Source: an optimization exercise on an open RTL-to-GDS flow (aim: small area, a short achievable clock period and few clock cycles). Production flows keep margins and buffers that such runs may drop.
Where RTL was checked, it was by simulation tests only, not by an equivalence proof against the original.

Design triangle, start of the top module:
module triangle (clk, reset, nt, xi, yi, busy, po, xo, yo);
   input clk, reset, nt;
   input [2:0] xi, yi;
   output reg busy, po;
   output reg [2:0] xo, yo;
reg [1:0] ld;            
reg [2:0] Y2;
reg [2:0] YM;            
reg       lr;            
reg [2:0] XB;            
reg [2:0] W;             
reg       rt;            
reg [2:0] xe;            
reg [2:0] svl, svh;      
reg       fresh;         
reg [2:0] n, dou, din;
reg       up;
function [2:0] fdiv;
   input [2:0] w, n, d;
   begin
      case ({w, n, d})
      9'd1: fdiv = 3'd0;
      9'd2: fdiv = 3'd0;
      9'd3: fdiv = 3'd0;
      9'd4: fdiv = 3'd0;
      9'd5: fdiv = 3'd0;
      9'd6: fdiv = 3'd0;
      9'd7: fdiv = 3'd0;
      9'd9: fdiv = 3'd0;
      9'd10: fdiv = 3'd0;
      9'd11: fdiv = 3'd0;
      9'd12: fdiv = 3'd0;
      9'd13: fdiv = 3'd0;
      9'd14: fdiv = 3'd0;
      9'd15: fdiv = 3'd0;
      9'd18: fdiv = 3'd0;
      9'd19: fdiv = 3'd0;
      9'd20: fdiv = 3'd0;
      9'd21: fdiv = 3'd0;
      9'd22: fdiv = 3'd0;
      9'd23: fdiv = 3'd0;
      9'd27: fdiv = 3'd0;
      9'd28: fdiv = 3'd0;
  ...
==> flow/config.mk <==
export PLATFORM = sky130hd
export DESIGN_NAME = triangle
export DESIGN_NICKNAME = triangle
export VERILOG_FILES = /design/flow/design.v
export SDC_FILE = /design/flow/constraint.sdc
export NUM_CORES = 4
export LEC_CHECK = 0
export ABC_AREA = 1
export CAP_MARGIN = 20
export CORE_MARGIN = 2
export CORE_UTILIZATION = 65
export SETUP_SLACK_MARGIN = 3.7
export SLEW_MARGIN = 20
==> flow/constraint.sdc <==
create_clock -name core_clock -period 6.0 [get_ports {clk}]
set_input_delay 1.2000 -clock core_clock [delete_from_list [all_inputs] [get_ports {clk}]]
set_output_delay 1.2000 -clock core_clock [all_outputs]
set_load 0.01 [all_outputs]
standard.sh (not shown) runs the stock make flow with config.mk's settings and CLKGATE_MAP_FILE= SYNTH_SCRIPT=/design/flow/synth_recipe.tcl, a recipe that flattens the netlist after the stock synthesis.
==> flow/flow/run.sh <==
#!/bin/bash
# The standard layout (standard.sh), with one synthesis change: no adder cell
# mapping (ADDER_MAP_FILE empty), so yosys leaves adders and comparators as
# plain gates for abc to optimise. Registers are mapped exactly as standard.
set -euo pipefail
bash standard.sh ADDER_MAP_FILE= finish > standard_flow.log 2>&1
Then changed:
--- a/flow/design.v
+++ b/flow/design.v
@@ -1,20 +1,18 @@
 module triangle (clk, reset, nt, xi, yi, busy, po, xo, yo);
    input clk, reset, nt;
    input [2:0] xi, yi;
    output reg busy, po;
    output reg [2:0] xo, yo;
 reg [1:0] ld;            
-reg [2:0] Y2;
+reg [2:0] X2, Y2;
 reg [2:0] YM;            
-reg       lr;            
-reg [2:0] XB;            
 reg [2:0] W;             
 reg       rt;            
 reg [2:0] xe;            
 reg [2:0] svl, svh;      
 reg       fresh;         
 reg [2:0] n, dou, din;
 reg       up;
 function [2:0] fdiv;
    input [2:0] w, n, d;
    begin
@@ -617,22 +615,22 @@
 endfunction
 function [2:0] subp3;
    input [2:0] a, b;
    begin
       subp3 = (a > b) ? a - b : 3'd0;
    end
 endfunction
 wire       run  = ld == 2'd3;
 wire       adv  = run && !fresh && xo == xe;    
 wire       sem  = gt3(svl, svh);                
-wire [2:0] slo  = add3(XB, rt ? svh : svl) ^ {3{rt}};
-wire [2:0] shi  = add3(XB, rt ? svl : svh) ^ {3{rt}};
+wire [2:0] slo  = rt ? sub3(X2, svh) : add3(X2, svl);
+wire [2:0] shi  = rt ? sub3(X2, svl) : add3(X2, svh);
 wire       tip  = gt3(din, n);                  
 wire [2:0] vlo  = cdiv(W, n, dou);
 wire [2:0] vhi  = tip ? fdiv(W, n, din) : W;
 wire       nz   = n == 3'd0;
 wire       eq12 = up && din == 3'd0;            
 wire       take = adv || (fresh && (run || (ld == 2'd2 && !up)));
 wire [2:0] ybas = (ld == 2'd1) ? yo : Y2;
 wire [2:0] dyu  = sub3(yi, ybas);
 wire [2:0] dyd  = sub3(ybas, yi);
 wire       yigt = gt3(yi, ybas);
@@ -645,74 +643,73 @@
          busy <= 1'b1; ld <= 2'd1;
       end
    end else if (ld == 2'd1) begin
       ld <= 2'd2; po <= 1'b1;
    end else if (ld == 2'd2) begin
       ld <= 2'd3;
       po <= eq12;                     
    end else begin
       if (xo != xe) begin
          po <= 1'b1;
-         if (lr && add3(xo, 3'd1) == xe) begin
+         if (add3(xo, 3'd1) == xe && yo == YM) begin
             busy <= 1'b0; ld <= 2'd0;
          end
       end else if (fresh) begin
          po <= 1'b0;
       end else begin
          po <= !sem;
-         if (!sem && svl == svh && yo == YM) begin
+         if (!sem && svl == svh && add3(yo, 3'd1) == YM) begin
             busy <= 1'b0; ld <= 2'd0;
          end
       end
    end
 end
 always @(posedge clk) begin
    if (fresh || adv) begin
       svl <= vlo; svh <= vhi;
    end
    if (take) begin
       n  <= (up || nz) ? add3(n, 3'd1) : sub3(n, 3'd1);
       up <= up || nz;
    end
    if (ld == 2'd0) begin
       xo <= xi; yo <= yi;             
    end else if (ld == 2'd1) begin
       W  <= absd3(xi, xo);
       rt <= gt3(xi, xo);
-      XB <= gt3(xi, xo) ? ~xi : xi; Y2 <= yi; YM <= 3'd7; lr <= 1'b0;
+      X2 <= xi; Y2 <= yi; YM <= 3'd7;
       fresh <= 1'b1;
       if (yigt) begin                 
          up <= 1'b0; n <= add3(yi, ~yo); dou <= dyu; din <= 3'd0;
       end else begin                  
          up <= 1'b1; n <= 3'd1; din <= dyd;
       end
       if (gt3(yo, yi)) begin
          xo <= xi; xe <= xi; yo <= yi;
       end else if (yi == yo) begin
          xo <= gt3(xi, xo) ? xo : xi; xe <= gt3(xi, xo) ? xi : xo;
       end else begin
          xe <= xo;
       end
    end else if (ld == 2'd2) begin
-      YM <= sub3(yigt ? yi : Y2, 3'd1);
+      YM <= yigt ? yi : Y2;
       if (up || nz) dou <= dyu;
       if (up) begin
       end else if (nz) din <= 3'd0;   
       else din <= yigt ? 3'd0 : dyd;
       fresh <= up;
       if (eq12) xo <= add3(xo, 3'd1);
    end else begin
       if (take && !up && nz) begin    
-         dou <= sub3(add3(YM, 3'd1), Y2); din <= 3'd0;
+         dou <= sub3(YM, Y2); din <= 3'd0;
       end
       fresh <= 1'b0;
       if (xo != xe) begin
          xo <= add3(xo, 3'd1);
       end else if (!fresh) begin
          yo <= add3(yo, 3'd1);
-         lr <= yo == YM;
          xe <= shi;
          xo <= sem ? shi : slo;
       end
    end
 end
 endmodule
The new run went through all stages and came out clean.
Die area rose slightly.
Worst setup slack loses 0.048 ns.
Non-clock buffer count fell by 16.
Design area fell by a few percent.
Cell count fell slightly.
Wire length fell by a few percent.
Global-route usage fell by 0.67 points.
Clock skew fell by 0.0062 ns.
Testbench counts after the change, summed over its fixed seeds: cycles 5,273.
Only the layout flow was run in the first run of this note; the RTL was not checked for function there.


RTL: one of the versions met above, not the one the previous note started from.
Size: about 500 cells after synthesis, about 3400 sq um of cells after synthesis.
clock: 6.0 ns
lec_check: 0
abc_area: 1
cap_margin: 20
core_margin: 2
core_utilization: 65
setup_slack_margin: 3.7
slew_margin: 20
==> flow/flow/run.sh <==
#!/bin/bash
# The standard layout (standard.sh) with two synthesis changes, neither of
# which touches a register:
#  1. no adder cell mapping (ADDER_MAP_FILE empty);
#  2. after the standard synthesis, the combinational cells are mapped again by
#     abc with an area script (flow/resynth.tcl), twice; every flip-flop instance is
#     kept as it is, with its name and cell type.
set -euo pipefail
B=$PWD/orfs/results/sky130hd/triangle/base
bash standard.sh ADDER_MAP_FILE= $B/1_2_yosys.v > standard_synth.log 2>&1
cp $B/1_2_yosys.v yosys_standard.v
DONT_USE="$(grep -o -- '-dont_use [^ ]*' orfs/logs/sky130hd/triangle/base/1_2_yosys.log | sort -u | tr '\n' ' ')" \
  IN=$PWD/yosys_standard.v OUT=$PWD/yosys_resynth.v \
  yosys -c flow/resynth.tcl > resynth.log 2>&1
DONT_USE="$(grep -o -- '-dont_use [^ ]*' orfs/logs/sky130hd/triangle/base/1_2_yosys.log | sort -u | tr '\n' ' ')" \
  IN=$PWD/yosys_resynth.v OUT=$PWD/yosys_resynth2.v \
  yosys -c flow/resynth.tcl > resynth2.log 2>&1
cp yosys_resynth2.v $B/1_2_yosys.v
touch $B/1_2_yosys.v
bash standard.sh ADDER_MAP_FILE= finish > standard_flow.log 2>&1
==> flow/flow/resynth.tcl <==
# Map the combinational logic of the synthesized netlist again with abc.
# Flip-flops are black boxes here, so they keep their instance names and cells.
set lib $::env(FLOW_HOME)/platforms/sky130hd/lib/sky130_fd_sc_hd__tt_025C_1v80.lib
yosys read_liberty -ignore_miss_func $lib
yosys read_verilog $::env(IN)
yosys hierarchy -top triangle
foreach c [list dfrtp_1 dfxtp_1 edfxtp_1 dfstp_2 dfrtp_2 dfxtp_2 dfxtp_4 dfrtp_4 dfstp_1 dfstp_4 dfsbp_1 dfrbp_1 dfxbp_1 edfxbp_1] {
  yosys setattr -mod -set blackbox 1 sky130_fd_sc_hd__$c
}
yosys flatten
yosys opt_clean -purge
yosys delete t:\$scopeinfo
yosys abc -liberty $lib {*}$::env(DONT_USE) -script "+strash;&get -n;&deepsyn -T 30;&put;dch -f;map -B 0.9;topo;stime -c;buffer -c;upsize -c;dnsize -c" -D 2300
yosys opt_clean -purge
yosys stat -liberty $lib
yosys hierarchy -top triangle
yosys write_verilog -noattr -nohex -nodec $::env(OUT)
Testbench counts at the start, summed over its fixed seeds: cycles 5,273.
Next try:
--- a/flow/design.v
+++ b/flow/design.v
@@ -1,24 +1,24 @@
 module triangle (clk, reset, nt, xi, yi, busy, po, xo, yo);
    input clk, reset, nt;
    input [2:0] xi, yi;
    output reg busy, po;
    output reg [2:0] xo, yo;
 reg [1:0] ld;            
 reg [2:0] X2, Y2;
 reg [2:0] YM;            
 reg [2:0] W;             
 reg       rt;            
 reg [2:0] xe;            
-reg [2:0] svl, svh;      
+reg [2:0] slo, shi;      
 reg       fresh;         
 reg [2:0] n, dou, din;
 reg       up;
 function [2:0] fdiv;
    input [2:0] w, n, d;
    begin
       case ({w, n, d})
       9'd1: fdiv = 3'd0;
       9'd2: fdiv = 3'd0;
       9'd3: fdiv = 3'd0;
       9'd4: fdiv = 3'd0;
       9'd5: fdiv = 3'd0;
@@ -612,27 +612,25 @@
    begin
       absd3 = (a > b) ? a - b : b - a;
    end
 endfunction
 function [2:0] subp3;
    input [2:0] a, b;
    begin
       subp3 = (a > b) ? a - b : 3'd0;
    end
 endfunction
 wire       run  = ld == 2'd3;
 wire       adv  = run && !fresh && xo == xe;    
-wire       sem  = gt3(svl, svh);                
-wire [2:0] slo  = rt ? sub3(X2, svh) : add3(X2, svl);
-wire [2:0] shi  = rt ? sub3(X2, svl) : add3(X2, svh);
+wire       sem  = gt3(slo, shi);                
 wire       tip  = gt3(din, n);                  
 wire [2:0] vlo  = cdiv(W, n, dou);
 wire [2:0] vhi  = tip ? fdiv(W, n, din) : W;
 wire       nz   = n == 3'd0;
 wire       eq12 = up && din == 3'd0;            
 wire       take = adv || (fresh && (run || (ld == 2'd2 && !up)));
 wire [2:0] ybas = (ld == 2'd1) ? yo : Y2;
 wire [2:0] dyu  = sub3(yi, ybas);
 wire [2:0] dyd  = sub3(ybas, yi);
 wire       yigt = gt3(yi, ybas);
 always @(posedge clk or posedge reset) begin
    if (reset) begin
@@ -648,33 +646,34 @@
       ld <= 2'd3;
       po <= eq12;                     
    end else begin
       if (xo != xe) begin
          po <= 1'b1;
          if (add3(xo, 3'd1) == xe && yo == YM) begin
             busy <= 1'b0; ld <= 2'd0;
          end
       end else if (fresh) begin
          po <= 1'b0;
       end else begin
          po <= !sem;
-         if (!sem && svl == svh && add3(yo, 3'd1) == YM) begin
+         if (!sem && slo == shi && add3(yo, 3'd1) == YM) begin
             busy <= 1'b0; ld <= 2'd0;
          end
       end
    end
 end
 always @(posedge clk) begin
    if (fresh || adv) begin
-      svl <= vlo; svh <= vhi;
+      slo <= rt ? sub3(X2, vhi) : add3(X2, vlo);
+      shi <= rt ? sub3(X2, vlo) : add3(X2, vhi);
    end
    if (take) begin
       n  <= (up || nz) ? add3(n, 3'd1) : sub3(n, 3'd1);
       up <= up || nz;
    end
    if (ld == 2'd0) begin
       xo <= xi; yo <= yi;             
    end else if (ld == 2'd1) begin
       W  <= absd3(xi, xo);
       rt <= gt3(xi, xo);
       X2 <= xi; Y2 <= yi; YM <= 3'd7;
       fresh <= 1'b1;
What happened: The changed run ran to the end with no violations; area after synthesis climbs by a few percent; utilization grows by 14 points; via count climbs by a quarter to a third; flip-flop and latch count stays the same; final cell count goes up by roughly a tenth; die area climbs by a few percent; setup slack got worse by 0.49 ns; fmax falls by about a fifth; routed wire length rose by well over a third; final area came out higher by a quarter to a third; non-clock buffer count rose by 51; critical path depth rose by 13.
Only the layout flow was run in the second run of this note; the RTL was not checked for function there.

[what the ideal ports hide]
The results above use ideal ports. As a check the final layouts listed here were re-extracted and re-timed, cells and wires unchanged. Step 1 assumes that a clkbuf_16 drives the clock port and a buf_2 every other input. Step 2 moves the port delays by t, midway between the first and last clock arrival at a register: inputs arrive t later, outputs are due t later. That takes back most of the time a late clock gives input paths. Slacks: ideal ports / drivers / drivers and shift; pairs: ideal ports / drivers.
run	t (ns)	setup WS [ns]	worst slew at a driven data input, ns	pins driven straight from the clock port
the first run of note 1	0.343	3.735 / 3.702 / 3.404	0.04	1
the second run of note 1	0.334	3.687 / 3.683 / 3.349	0.04	1
the first run of note 2	0.335	3.742 / 3.714 / 3.447	0.04	1
the second run of note 2	0.337	3.247 / 3.227 / 2.890	0.05	1
After both steps every run listed still meets setup and hold. The setup slack of the second run of note 2, which loses most, moves by -0.020 ns with the drivers and by -0.357 ns with both steps.
